Source: an optimization exercise on an open RTL-to-GDS flow (aim: small area, a short achievable clock period and few clock cycles per item). Production flows keep margins and buffers that such runs may drop.
Where RTL was checked, it was by simulation tests only, not by an equivalence proof against the original.
The clock port is modelled as an ideal driver, which makes a skipped or thinned clock tree look cheaper than it is; a real chip needs a root buffer or a tree.
No activity file was given, so power comes from the tool's default toggle rates.

==> run M <==
Design sharpening_hw, start of the top module:
module sharpening_hw(clk, rst_n, s_axis_tdata, s_axis_tvalid, s_axis_tuser, s_axis_tlast, s_axis_tready, m_axis_tdata, m_axis_tvalid, m_axis_tuser, m_axis_tlast, m_axis_tready, hwsw_sel);
Settings: LEC_CHECK=0, ABC_CLOCK_PERIOD_IN_PS=2500, CAP_MARGIN=20, CORE_MARGIN=2, CORE_UTILIZATION=72, SETUP_SLACK_MARGIN=2.5, SLEW_MARGIN=20; clock period 5.0 ns.
standard.sh (not shown) runs the stock make flow with config.mk's settings and CLKGATE_MAP_FILE= SYNTH_SCRIPT=/design/flow/synth_recipe.tcl, a recipe that flattens the netlist after the stock synthesis.
==> flow/flow/run.sh <==
#!/bin/bash
# The standard layout, with three changes:
# - the data ports grouped on one edge (io.tcl runs just before the I/O pins
#   are placed);
# - clock tree synthesis without dummy loads;
# - after clock tree synthesis, the tree's root buffer removed, so the clock
#   port drives the four first-level buffers directly (rootless.tcl). Global
#   routing then repairs timing on the changed tree as usual.
set -euo pipefail
export PRE_IO_PLACEMENT_TCL="$PWD/flow/io.tcl"
export CTS_ARGS="-sink_clustering_enable -repair_clock_nets -sink_clustering_size 28 -sink_clustering_max_diameter 60 -dont_use_dummy_load"
export POST_CTS_TCL="$PWD/flow/rootless.tcl"
bash standard.sh > standard.log 2>&1
Other scripts of this flow, unchanged in this note and not shown: flow/flow/io.tcl, flow/flow/rootless.tcl
==> inputs of run H, as changes to run M <==
--- a/flow/design.v
+++ b/flow/design.v
@@ -1,9 +1,10 @@
-module intensity_lut(
+module intensity_kernel(
     input  wire [23:0] rgb,
-    output wire [63:0] p       
+    output wire [15:0] s,
+    output wire [15:0] c
 );
     wire [3:0] r_hi = rgb[23:20];
     wire [3:0] r_lo = rgb[19:16];
     wire [3:0] g_hi = rgb[15:12];
     wire [3:0] g_lo = rgb[11:8];
     wire [3:0] b_hi = rgb[7:4];
@@ -11,25 +12,12 @@
     wire [10:0] p_r_hi = (r_hi[3] ? (r_hi[2] ? (r_hi[1] ? (r_hi[0] ? 11'd1155 : 11'd1078) : (r_hi[0] ? 11'd1001 : 11'd924)) : (r_hi[1] ? (r_hi[0] ? 11'd847 : 11'd770) : (r_hi[0] ? 11'd693 : 11'd616))) : (r_hi[2] ? (r_hi[1] ? (r_hi[0] ? 11'd539 : 11'd462) : (r_hi[0] ? 11'd385 : 11'd308)) : (r_hi[1] ? (r_hi[0] ? 11'd231 : 11'd154) : (r_hi[0] ? 11'd77 : 11'd0))));
     wire [10:0] p_r_lo = (r_lo[3] ? (r_lo[2] ? (r_lo[1] ? (r_lo[0] ? 11'd1155 : 11'd1078) : (r_lo[0] ? 11'd1001 : 11'd924)) : (r_lo[1] ? (r_lo[0] ? 11'd847 : 11'd770) : (r_lo[0] ? 11'd693 : 11'd616))) : (r_lo[2] ? (r_lo[1] ? (r_lo[0] ? 11'd539 : 11'd462) : (r_lo[0] ? 11'd385 : 11'd308)) : (r_lo[1] ? (r_lo[0] ? 11'd231 : 11'd154) : (r_lo[0] ? 11'd77 : 11'd0))));
     wire [11:0] p_g_hi = (g_hi[3] ? (g_hi[2] ? (g_hi[1] ? (g_hi[0] ? 12'd2265 : 12'd2114) : (g_hi[0] ? 12'd1963 : 12'd1812)) : (g_hi[1] ? (g_hi[0] ? 12'd1661 : 12'd1510) : (g_hi[0] ? 12'd1359 : 12'd1208))) : (g_hi[2] ? (g_hi[1] ? (g_hi[0] ? 12'd1057 : 12'd906) : (g_hi[0] ? 12'd755 : 12'd604)) : (g_hi[1] ? (g_hi[0] ? 12'd453 : 12'd302) : (g_hi[0] ? 12'd151 : 12'd0))));
     wire [11:0] p_g_lo = (g_lo[3] ? (g_lo[2] ? (g_lo[1] ? (g_lo[0] ? 12'd2265 : 12'd2114) : (g_lo[0] ? 12'd1963 : 12'd1812)) : (g_lo[1] ? (g_lo[0] ? 12'd1661 : 12'd1510) : (g_lo[0] ? 12'd1359 : 12'd1208))) : (g_lo[2] ? (g_lo[1] ? (g_lo[0] ? 12'd1057 : 12'd906) : (g_lo[0] ? 12'd755 : 12'd604)) : (g_lo[1] ? (g_lo[0] ? 12'd453 : 12'd302) : (g_lo[0] ? 12'd151 : 12'd0))));
     wire [8:0] p_b_hi = (b_hi[3] ? (b_hi[2] ? (b_hi[1] ? (b_hi[0] ? 9'd420 : 9'd392) : (b_hi[0] ? 9'd364 : 9'd336)) : (b_hi[1] ? (b_hi[0] ? 9'd308 : 9'd280) : (b_hi[0] ? 9'd252 : 9'd224))) : (b_hi[2] ? (b_hi[1] ? (b_hi[0] ? 9'd196 : 9'd168) : (b_hi[0] ? 9'd140 : 9'd112)) : (b_hi[1] ? (b_hi[0] ? 9'd84 : 9'd56) : (b_hi[0] ? 9'd28 : 9'd0))));
     wire [8:0] p_b_lo = (b_lo[3] ? (b_lo[2] ? (b_lo[1] ? (b_lo[0] ? 9'd420 : 9'd392) : (b_lo[0] ? 9'd364 : 9'd336)) : (b_lo[1] ? (b_lo[0] ? 9'd308 : 9'd280) : (b_lo[0] ? 9'd252 : 9'd224))) : (b_lo[2] ? (b_lo[1] ? (b_lo[0] ? 9'd196 : 9'd168) : (b_lo[0] ? 9'd140 : 9'd112)) : (b_lo[1] ? (b_lo[0] ? 9'd84 : 9'd56) : (b_lo[0] ? 9'd28 : 9'd0))));
-    assign p = {p_r_hi, p_r_lo, p_g_hi, p_g_lo, p_b_hi, p_b_lo};
-endmodule
-module intensity_kernel(
-    input  wire [63:0] p,
-    output wire [15:0] s,
-    output wire [15:0] c
-);
-    wire [10:0] p_r_hi = p[63:53];
-    wire [10:0] p_r_lo = p[52:42];
-    wire [11:0] p_g_hi = p[41:30];
-    wire [11:0] p_g_lo = p[29:18];
-    wire [8:0]  p_b_hi = p[17:9];
-    wire [8:0]  p_b_lo = p[8:0];
     function [31:0] csa(input [15:0] a, input [15:0] b, input [15:0] d);
         csa = {(a & b | a & d | b & d) << 1, a ^ b ^ d};
     endfunction
     wire [15:0] t0 = {1'b0, p_r_hi, 4'b0000};
     wire [15:0] t1 = {5'b00000, p_r_lo};
     wire [15:0] t2 = {p_g_hi, 4'b0000};
@@ -54,14 +42,13 @@
 module stencil_buf #(
     parameter W = 1280,
     parameter L = 40
 ) (
     input  wire       clk,
     input  wire       rst_n,
-    input  wire       we,       
-    input  wire       we_n,     
+    input  wire       we,
     input  wire [7:0] y_in,
     output wire signed [10:0] detail
 );
     localparam R = W / L;
     localparam NB = 8 * L * R;
     reg [NB-1:0] line1;
@@ -73,62 +60,54 @@
     reg signed [10:0] det;
     reg [11:0] cnt;
     reg        full1;   
     reg        full2;   
     reg        last1;   
     reg        last2;   
-    reg        next1;   
-    reg        next2;   
-    reg        rwe, rwen;
-    wire       last1_n = we ? (cnt == W - 2) : last1;
-    wire       last2_n = we ? (cnt == 2 * W - 1) : last2;
+    wire       full1_n = full1 | (we & last1);
+    wire       full2_n = full2 | (we & last2);
     wire [7:0] t1m  = full1 ? line1[NB-1 -: 8] : 8'hff;
-    wire [7:0] pre1 = next1 ? line1[NB-9 -: 8] : 8'hff;
-    wire [7:0] pre2 = next2 ? line2[NB-9 -: 8] : 8'hff;
-    wire signed [10:0] pre1x4 = $signed({1'b0, pre1, 2'b00});
+    wire [7:0] yc_n = we ? t1m : yc;
+    wire [7:0] pre1 = full1_n ? line1[NB-9 -: 8] : 8'hff;
+    wire [7:0] pre2 = full2_n ? line2[NB-9 -: 8] : 8'hff;
     integer r, i;
     always @(posedge clk) begin
         for (r = 0; r < R; r = r + 1) begin
             for (i = 1; i < L; i = i + 1) begin
                 line1[(r*L+i)*8 +: 8] <= line1[(r*L+i-1)*8 +: 8];
                 line2[(r*L+i)*8 +: 8] <= line2[(r*L+i-1)*8 +: 8];
             end
-            line1[(r*L)*8 +: 8] <= ({8{rwe}} & ((r == 0) ? y_in : line1[((r-1)*L+L-1)*8 +: 8]))
-                                 | ({8{rwen}} & line1[(r*L+L-1)*8 +: 8]);
-            line2[(r*L)*8 +: 8] <= ({8{rwe}} & ((r == 0) ? yc : line2[((r-1)*L+L-1)*8 +: 8]))
-                                 | ({8{rwen}} & line2[(r*L+L-1)*8 +: 8]);
-        end
-        rwe  <= we_n;
-        rwen <= ~we_n;
+            if (we) begin
+                line1[(r*L)*8 +: 8] <= (r == 0) ? y_in : line1[((r-1)*L+L-1)*8 +: 8];
+                line2[(r*L)*8 +: 8] <= (r == 0) ? yc   : line2[((r-1)*L+L-1)*8 +: 8];
+            end else begin
+                line1[(r*L)*8 +: 8] <= line1[(r*L+L-1)*8 +: 8];
+                line2[(r*L)*8 +: 8] <= line2[(r*L+L-1)*8 +: 8];
+            end
+        end
         sv <= {1'b0, pre1} + {1'b0, pre2};
-        zc <= we ? pre1x4 - $signed({3'b000, t1m}) : pre1x4 - $signed({3'b000, yc});
+        zc <= $signed({1'b0, pre1, 2'b00}) - $signed({3'b000, yc_n});
         if (we) det <= rh - $signed({2'b00, sv});
     end
     always @(posedge clk or negedge rst_n) begin
         if (!rst_n) begin
             yc    <= 8'hff;
             rh    <= 11'sd510;
             cnt   <= 12'd0;
             full1 <= 1'b0;
             full2 <= 1'b0;
             last1 <= 1'b0;
             last2 <= 1'b0;
-            next1 <= 1'b0;
-            next2 <= 1'b0;
-        end else begin
-            next1 <= next1 | (we_n & last1_n);
-            next2 <= next2 | (we_n & last2_n);
-            if (we) begin
-                yc <= t1m;
-                rh <= zc - $signed({3'b000, y_in});
-                if (!full2) cnt <= cnt + 12'd1;
-                full1 <= full1 | last1;
-                full2 <= full2 | last2;
-                last1 <= last1_n;
-                last2 <= last2_n;
-            end
+        end else if (we) begin
+            yc <= t1m;
+            rh <= zc - $signed({3'b000, y_in});
+            if (!full2) cnt <= cnt + 12'd1;
+            full1 <= full1_n;
+            full2 <= full2_n;
+            last1 <= (cnt == W - 2);
+            last2 <= (cnt == 2 * W - 1);
         end
     end
     assign detail = det;
 endmodule
 module sharpening_kernel(
     input  wire [23:0] rgb,
@@ -161,30 +140,26 @@
     input wire m_axis_tready;
     input wire hwsw_sel;
     localparam W = 1280;
     localparam L = 40;
     reg        v0, va, vb, v3, v4, ov, kv;
     reg [25:0] d0, da, db, d3;       
-    reg [63:0] p0;                   
     reg [15:0] sa, ca;
     reg [7:0]  yb;
     reg [49:0] d4, od, kd;           
     reg [5:0]  ph;                   
     reg        started;
     reg        e0n, ea, eb;          
     reg        proc;                 
-    wire [63:0] lp;
-    intensity_lut il0(.rgb(s_axis_tdata), .p(lp));
     wire [15:0] ls, lc;
-    intensity_kernel ik0(.p(p0), .s(ls), .c(lc));
+    intensity_kernel ik0(.rgb(d0[23:0]), .s(ls), .c(lc));
     wire [7:0] y;
     intensity_sum is0(.s(sa), .c(ca), .y(y));
     wire signed [10:0] det3;
-    wire proc_n;
     stencil_buf #(.W(W), .L(L)) sb0(
-        .clk(clk), .rst_n(rst_n), .we(proc), .we_n(proc_n), .y_in(yb), .detail(det3));
+        .clk(clk), .rst_n(rst_n), .we(proc), .y_in(yb), .detail(det3));
     wire [23:0] sharp3;
     sharpening_kernel ek0(.rgb(d3[23:0]), .detail(det3), .sharp(sharp3));
     wire [49:0] res3 = {d3[25:24], ~sharp3, ~d3[23:0]};
     wire pop  = ov & m_axis_tready;
     wire in_o = v4 & ~kv;
     wire load_o = ~ov | pop;
@@ -193,13 +168,12 @@
     wire       v0_n = e0 ? s_axis_tvalid : v0;
     wire       va_n = ea ? v0 : va;
     wire       vb_n = eb ? va : vb;
     wire       ph_hold = proc | (~started & (ph == 6'd0));
     wire [5:0] ph_n = ph_hold ? ph : ((ph == L - 1) ? 6'd0 : ph + 6'd1);
     wire       ok_n = (ph_n == 6'd0) & ~kv_n;
-    assign     proc_n = vb_n & ok_n;
     always @(posedge clk or negedge rst_n) begin
         if (!rst_n) begin
             v0 <= 1'b0;
             va <= 1'b0;
             vb <= 1'b0;
             v3 <= 1'b0;
@@ -224,20 +198,17 @@
             ph <= ph_n;
             ov <= load_o ? (kv | in_o) : 1'b1;
             kv <= kv_n;
             eb   <= ~vb_n | ok_n;
             ea   <= ~va_n | ~vb_n | ok_n;
             e0n  <= v0_n & va_n & vb_n & ~ok_n;
-            proc <= proc_n;
+            proc <= vb_n & ok_n;
         end
     end
     always @(posedge clk) begin
-        if (e0) begin
-            d0 <= {s_axis_tuser, s_axis_tlast, s_axis_tdata};
-            p0 <= lp;
-        end
+        if (e0) d0 <= {s_axis_tuser, s_axis_tlast, s_axis_tdata};
         if (ea) begin
             da <= d0;
             sa <= ls;
             ca <= lc;
         end
         if (eb) begin
==> inputs of run A, as changes to run M <==
--- a/flow/design.v
+++ b/flow/design.v
@@ -57,23 +57,23 @@
 ) (
     input  wire       clk,
     input  wire       rst_n,
     input  wire       we,       
     input  wire       we_n,     
     input  wire [7:0] y_in,
-    output wire signed [10:0] detail
+    output wire signed [10:0] d_h,
+    output wire [8:0] d_v
 );
     localparam R = W / L;
     localparam NB = 8 * L * R;
     reg [NB-1:0] line1;
     reg [NB-1:0] line2;
     reg [7:0]         yc;    
     reg signed [10:0] rh;    
     reg [8:0]         sv;    
     reg signed [10:0] zc;    
-    reg signed [10:0] det;
     reg [11:0] cnt;
     reg        full1;   
     reg        full2;   
     reg        last1;   
     reg        last2;   
     reg        next1;   
@@ -98,13 +98,12 @@
                                  | ({8{rwen}} & line2[(r*L+L-1)*8 +: 8]);
         end
         rwe  <= we_n;
         rwen <= ~we_n;
         sv <= {1'b0, pre1} + {1'b0, pre2};
         zc <= we ? pre1x4 - $signed({3'b000, t1m}) : pre1x4 - $signed({3'b000, yc});
-        if (we) det <= rh - $signed({2'b00, sv});
     end
     always @(posedge clk or negedge rst_n) begin
         if (!rst_n) begin
             yc    <= 8'hff;
             rh    <= 11'sd510;
             cnt   <= 12'd0;
@@ -125,29 +124,36 @@
                 full2 <= full2 | last2;
                 last1 <= last1_n;
                 last2 <= last2_n;
             end
         end
     end
-    assign detail = det;
+    assign d_h = rh;
+    assign d_v = sv;
 endmodule
 module sharpening_kernel(
     input  wire [23:0] rgb,
-    input  wire signed [10:0] detail,
+    input  wire signed [10:0] d_h,    
+    input  wire [8:0]  d_v,           
+    output wire [35:0] t              
+);
+    function [11:0] add3(input [7:0] v, input signed [10:0] h, input [8:0] u);
+        add3 = $signed({4'b0000, v}) + h - $signed({3'b000, u});
+    endfunction
+    assign t = {add3(rgb[23:16], d_h, d_v), add3(rgb[15:8], d_h, d_v), add3(rgb[7:0], d_h, d_v)};
+endmodule
+module sharpening_clamp(
+    input  wire [35:0] t,
     output wire [23:0] sharp
 );
-    function [7:0] addclamp(input [7:0] v, input signed [10:0] d);
-        reg signed [11:0] t;
-        begin
-            t = $signed({4'b0000, v}) + d;
-            if (t[11]) addclamp = 8'd0;
-            else if (t[10:8] != 3'b000) addclamp = 8'd255;
-            else addclamp = t[7:0];
-        end
+    function [7:0] clamp(input [11:0] v);
+        if (v[11]) clamp = 8'd0;
+        else if (v[10:8] != 3'b000) clamp = 8'd255;
+        else clamp = v[7:0];
     endfunction
-    assign sharp = {addclamp(rgb[23:16], detail), addclamp(rgb[15:8], detail), addclamp(rgb[7:0], detail)};
+    assign sharp = {clamp(t[35:24]), clamp(t[23:12]), clamp(t[11:0])};
 endmodule
 module sharpening_hw(clk, rst_n, s_axis_tdata, s_axis_tvalid, s_axis_tuser, s_axis_tlast, s_axis_tready, m_axis_tdata, m_axis_tvalid, m_axis_tuser, m_axis_tlast, m_axis_tready, hwsw_sel);
     input wire clk;
     input wire rst_n;
     input wire [23:0] s_axis_tdata;
     input wire s_axis_tvalid;
@@ -159,37 +165,41 @@
     output wire m_axis_tuser;
     output wire m_axis_tlast;
     input wire m_axis_tready;
     input wire hwsw_sel;
     localparam W = 1280;
     localparam L = 40;
-    reg        v0, va, vb, v3, v4, ov, kv;
+    reg        v0, va, vb, v3, ov, kv;
     reg [25:0] d0, da, db, d3;       
     reg [63:0] p0;                   
     reg [15:0] sa, ca;
     reg [7:0]  yb;
-    reg [49:0] d4, od, kd;           
+    reg [35:0] t3;                   
+    reg [49:0] od, kd;               
     reg [5:0]  ph;                   
     reg        started;
     reg        e0n, ea, eb;          
     reg        proc;                 
     wire [63:0] lp;
     intensity_lut il0(.rgb(s_axis_tdata), .p(lp));
     wire [15:0] ls, lc;
     intensity_kernel ik0(.p(p0), .s(ls), .c(lc));
     wire [7:0] y;
     intensity_sum is0(.s(sa), .c(ca), .y(y));
-    wire signed [10:0] det3;
+    wire signed [10:0] d_h;
+    wire [8:0] d_v;
     wire proc_n;
     stencil_buf #(.W(W), .L(L)) sb0(
-        .clk(clk), .rst_n(rst_n), .we(proc), .we_n(proc_n), .y_in(yb), .detail(det3));
+        .clk(clk), .rst_n(rst_n), .we(proc), .we_n(proc_n), .y_in(yb), .d_h(d_h), .d_v(d_v));
     wire [23:0] sharp3;
-    sharpening_kernel ek0(.rgb(d3[23:0]), .detail(det3), .sharp(sharp3));
+    wire [35:0] tb;
+    sharpening_kernel ek0(.rgb(db[23:0]), .d_h(d_h), .d_v(d_v), .t(tb));
+    sharpening_clamp ec0(.t(t3), .sharp(sharp3));
     wire [49:0] res3 = {d3[25:24], ~sharp3, ~d3[23:0]};
     wire pop  = ov & m_axis_tready;
-    wire in_o = v4 & ~kv;
+    wire in_o = v3 & ~kv;
     wire load_o = ~ov | pop;
     wire       kv_n = load_o ? 1'b0 : (kv | in_o);
     wire       e0 = ~e0n;
     wire       v0_n = e0 ? s_axis_tvalid : v0;
     wire       va_n = ea ? v0 : va;
     wire       vb_n = eb ? va : vb;
@@ -200,29 +210,25 @@
     always @(posedge clk or negedge rst_n) begin
         if (!rst_n) begin
             v0 <= 1'b0;
             va <= 1'b0;
             vb <= 1'b0;
             v3 <= 1'b0;
-            v4 <= 1'b0;
             ov <= 1'b0;
             kv <= 1'b0;
             ph <= 6'd0;
             started <= 1'b0;
             e0n <= 1'b0;
             ea <= 1'b1;
             eb <= 1'b1;
             proc <= 1'b0;
         end else begin
             v0 <= v0_n;
             va <= va_n;
             vb <= vb_n;
-            if (~kv) begin
-                v3 <= proc;
-                v4 <= v3;
-            end
+            if (~kv) v3 <= proc;
             if (proc) started <= 1'b1;
             ph <= ph_n;
             ov <= load_o ? (kv | in_o) : 1'b1;
             kv <= kv_n;
             eb   <= ~vb_n | ok_n;
             ea   <= ~va_n | ~vb_n | ok_n;
@@ -243,19 +249,19 @@
         if (eb) begin
             db <= da;
             yb <= y;
         end
         if (~kv) begin
             d3 <= db;
-            d4 <= res3;
-        end
-        if (~load_o & in_o) kd <= d4;
+            t3 <= tb;
+        end
+        if (~load_o & in_o) kd <= res3;
     end
     always @(posedge clk or negedge rst_n) begin
         if (!rst_n) od <= 50'd0;
-        else if (load_o) od <= kv ? kd : d4;
+        else if (load_o) od <= kv ? kd : res3;
     end
     assign s_axis_tready = e0;
     assign m_axis_tvalid = ov;
     assign m_axis_tuser  = od[49];
     assign m_axis_tlast  = od[48];
     assign m_axis_tdata  = ~(hwsw_sel ? od[47:24] : od[23:0]);
==> flow/flow/run.sh (replaced) <==
#!/bin/bash
# The standard layout, with these changes:
# - the data ports grouped on one edge (io.tcl runs just before the I/O pins
#   are placed);
# - clock tree synthesis without dummy loads;
# - after clock tree synthesis, the tree's root buffer removed, so the clock
#   port drives the four first-level buffers directly (rootless.tcl). Global
#   routing then repairs timing on the changed tree as usual;
# - also after clock tree synthesis, port buffers that placement left as
#   delay cells replaced by plain buffers (portbuf.tcl).
set -euo pipefail
export PRE_IO_PLACEMENT_TCL="$PWD/flow/io.tcl"
export CTS_ARGS="-sink_clustering_enable -repair_clock_nets -sink_clustering_size 28 -sink_clustering_max_diameter 60 -dont_use_dummy_load"
export POST_CTS_TCL="$PWD/flow/post_cts.tcl"
bash standard.sh > standard.log 2>&1
==> flow/flow/portbuf.tcl (new file) <==
# Port buffers that placement left as delay cells become plain buffers; the
# timing repair after global routing then sizes them as it does any buffer.
proc plain_port_buffers {} {
  set n 0
  foreach inst [[ord::get_db_block] getInsts] {
    set name [$inst getName]
    if {![regexp {^(input|output)[0-9]+$} $name]} continue
    if {[string match "*clkdlybuf*" [[$inst getMaster] getName]] || [string match "*dlygate*" [[$inst getMaster] getName]]} {
      $inst swapMaster [[ord::get_db] findMaster sky130_fd_sc_hd__buf_4]
      incr n
    }
  }
  puts "plain_port_buffers: $n port buffers replaced"
}
plain_port_buffers
==> flow/flow/post_cts.tcl (new file) <==
source [file join [file dirname [info script]] rootless.tcl]
source [file join [file dirname [info script]] portbuf.tcl]
==> run notes <==
Run M passed the timing, DRC and antenna checks. Run A finished clean. Run H produced a clean layout. Sequential power is about the same in run A and run H. The highest total power belongs to run A, the lowest to run H. Of run M and run H, run M has the higher clock power (gap about 1%, measured against run H). Synthesized area, highest first: run M, run A, run H. Routed wire length, lowest first: run H, run A, run M. The highest via count belongs to run M, the lowest to run H. Sequential share of layout area, lowest first: run H, run A, run M. Cell count, highest first: run A, run M, run H. The highest critical path depth belongs to run A, the lowest to run M. First-iteration DRC count, lowest first: run H, run A, run M.
Testbench counts of run A, summed over its fixed seeds: cycles 41,000, pixels 40,960.
Function not checked in run M and run H: the RTL went through the layout flow alone.

[separate check: timing with driven ports]
The results above use ideal ports. As a check the final layouts listed here were re-extracted and re-timed, cells and wires unchanged.
Step 1, drivers: a clkbuf_16 drives clk and a buf_2 each remaining input, both assumed.
Step 2, shift: input delay + t, output delay - t, t = (earliest + latest rising clock arrival at the registers) / 2. This alone moves slack from input paths to output paths.
Three values: ideal ports, drivers, drivers and shift; two values: the first two.
run	t (ns)	slack for setup (ns)	worst slew at a driven data input, ns
run M	1.028	2.197 / 2.135 / 1.784	0.16
run H	1.006	1.914 / 1.914 / 1.914	0.37
run A	1.026	2.288 / 2.207 / 1.873	0.17
After both steps every run listed still meets setup and hold. For run A, which loses most, drivers alone change the setup slack by -0.081 ns; drivers and shift together by -0.415 ns. The worst setup slack also covers recovery checks on asynchronous resets.
